Source: an optimization exercise on an open RTL-to-GDS flow (aim: small area, a short achievable clock period and few clock cycles). Production flows keep margins and buffers that such runs may drop. Function was checked by simulation only, so behaviour that the tests miss may differ from the original.

==> flow/design.v (excerpt) <==
module ardisik_konvolusyon_birimi (
    input saat,
    input reset,
    input basla,
    input [127:0] matris,
    input [71:0] filtre1,
    input [71:0] filtre2,
    output reg [127:0] sonuc,
    output reg hazir
);
Settings: LEC_CHECK=0, CAP_MARGIN=20, CORE_MARGIN=2, CORE_UTILIZATION=40, PLACE_DENSITY=0.6, SLEW_MARGIN=20; clock period 32.0 ns.
standard.sh (not shown) runs the stock make flow with config.mk's settings and CLKGATE_MAP_FILE= SYNTH_SCRIPT=/design/flow/synth_recipe.tcl, a recipe that flattens the netlist after the stock synthesis.
==> flow/flow/run.sh <==
#!/bin/bash
# Own layout flow:
#  1. the standard synthesis, unchanged;
#  2. flow/polarity.py: picks each full adder's polarity so the partial products
#     are NAND gates and the inverters between adders go away (same registers,
#     same function; only fa/and/nand/inv/buf/xor cells between registers change);
#  3. the standard ORFS layout from floorplan to finish, with
#     - a larger setup margin for repair_timing, so it works toward the period
#       the design can reach rather than stopping at the 32 ns clock;
#     - every port still buffered, but with buf_1 as the starting buffer
#       (the resizer upsizes where timing needs it).
set -euo pipefail
MARGIN=$(cat flow/setup_margin)
R=orfs/results/${FLOW_PLATFORM}/ardisik_konvolusyon_birimi/base
bash standard.sh synth > synth.log 2>&1
cp $R/1_2_yosys.v yosys_standard.v
python3 flow/polarity.py yosys_standard.v $R/1_2_yosys.v > polarity.log 2>&1
rm -f $R/1_synth.odb
bash standard.sh synth > synth_odb.log 2>&1
for step in floorplan place cts route finish; do
  bash standard.sh SETUP_SLACK_MARGIN=$MARGIN \
    "BUFFER_PORTS_ARGS=-buffer_cell sky130_fd_sc_hd__buf_1" $step > $step.log 2>&1
done
Other scripts of this flow, unchanged in this note and not shown: flow/flow/polarity.py, flow/flow/setup_margin
The first run went through all stages and came out clean.
Testbench counts at the start, summed over its fixed seeds: cycles 776.
Then changed:
--- a/flow/flow/run.sh
+++ b/flow/flow/run.sh
@@ -8,4 +8,6 @@
 #     - a larger setup margin for repair_timing, so it works toward the period
 #       the design can reach rather than stopping at the 32 ns clock;
+#     - after global placement, flow/pull_outputs.tcl moves each output
+#       flip-flop next to its port's buffer (detailed placement legalizes it);
 #     - every port still buffered, but with buf_1 as the starting buffer
 #       (the resizer upsizes where timing needs it).
@@ -18,6 +20,12 @@
 rm -f $R/1_synth.odb
 bash standard.sh synth > synth_odb.log 2>&1
-for step in floorplan place cts route finish; do
+run() {
   bash standard.sh SETUP_SLACK_MARGIN=$MARGIN \
-    "BUFFER_PORTS_ARGS=-buffer_cell sky130_fd_sc_hd__buf_1" $step > $step.log 2>&1
+    "BUFFER_PORTS_ARGS=-buffer_cell sky130_fd_sc_hd__buf_1" "$@"
+}
+run floorplan > floorplan.log 2>&1
+run $PWD/$R/3_3_place_gp.odb > place_gp.log 2>&1
+ODB=$PWD/$R/3_3_place_gp.odb openroad -no_init -exit flow/pull_outputs.tcl > pull_outputs.log 2>&1
+for step in place cts route finish; do
+  run $step > $step.log 2>&1
 done
==> flow/flow/pull_outputs.tcl (new file) <==
# Move each flip-flop that drives only an output port's buffer next to that
# buffer (at the port), so the flip-flop's output wire is short. Detailed
# placement legalizes the moved cells afterwards.
read_db $::env(ODB)
set block [ord::get_db_block]
set moved 0
foreach bterm [$block getBTerms] {
  if {[$bterm getIoType] ne "OUTPUT"} { continue }
  set net [$bterm getNet]
  set buf ""
  foreach it [$net getITerms] {
    if {[$it isOutputSignal]} { set buf [$it getInst] }
  }
  if {$buf eq ""} { continue }
  set a [$buf findITerm A]
  if {$a eq "NULL" || $a eq ""} { continue }
  set bnet [$a getNet]
  set ff ""
  set nload 0
  foreach it [$bnet getITerms] {
    if {[$it isOutputSignal]} { set ff [$it getInst] } else { incr nload }
  }
  if {$ff eq "" || $nload != 1} { continue }
  set m [[$ff getMaster] getName]
  if {![string match "*dfxtp*" $m] && ![string match "*edfxtp*" $m]} { continue }
  set bb [$buf getBBox]
  set fb [$ff getBBox]
  set bx [expr {([$bb xMin] + [$bb xMax]) / 2}]
  set by [expr {([$bb yMin] + [$bb yMax]) / 2}]
  set fx [expr {([$fb xMin] + [$fb xMax]) / 2}]
  set fy [expr {([$fb yMin] + [$fb yMax]) / 2}]
  # put the flip-flop a short way from the buffer, toward where it was
  set dx [expr {$fx - $bx}]
  set dy [expr {$fy - $by}]
  set d [expr {sqrt(double($dx) * $dx + double($dy) * $dy)}]
  set step 8000
  if {$d > $step} {
    set nx [expr {int($bx + $dx * $step / $d) - ([$fb xMax] - [$fb xMin]) / 2}]
    set ny [expr {int($by + $dy * $step / $d) - ([$fb yMax] - [$fb yMin]) / 2}]
    $ff setLocation $nx $ny
    incr moved
  }
}
puts "moved $moved flip-flops next to their output buffers"
write_db $::env(ODB)
- CORE_UTILIZATION: 40 -> 52
- PLACE_DENSITY: 0.6 -> 0.65
Result:
- The changed run finished with timing, DRC and antenna clean
- first-iteration DRC count increases by about 0.7%
- sequential share of layout area grows by 0.13 points
- count of clock-buffer cells in the layout went down by 12
Then changed:
- CORE_UTILIZATION: 52 -> 40
- PLACE_DENSITY: 0.65 -> 0.6
What happened: Final area came out higher by 1.1%. Final cell count is higher by 5.9%. Worst setup slack is worse by 0.074 ns. Routed wire length increases by 6.7%. Maximum frequency drops by 0.97%.

-- afterwards: timing with drivers on the ports --
How much do the figures lean on ideal ports? The routed layouts below were timed once more, with nothing changed but the port constraints.
Step 1 assumes that a clkbuf_16 drives the clock port and a buf_2 every other input.
Step 2 times the ports against the registers' clock, not the clock port: input delays grow and output delays shrink by t, the midpoint of the rising clock arrivals with the driver on.
Slacks: ideal ports / drivers / drivers and shift; pairs: ideal ports / drivers.
| run | t, ns | setup slack, ns | worst setup path after step 2 | slew at the worst register clock pin (ns) |
|---|---|---|---|---|
| the first run | 0.832 | 24.015 / 23.908 / 24.406 | register to register | 0.08 / 0.08 |
| the second run | 0.754 | 24.391 / 24.307 / 24.391 | register to register | 0.08 / 0.08 |
| the third run | 0.821 | 24.317 / 24.213 / 24.335 | register to register | 0.10 / 0.10 |
After both steps setup and hold are still met in every run listed.
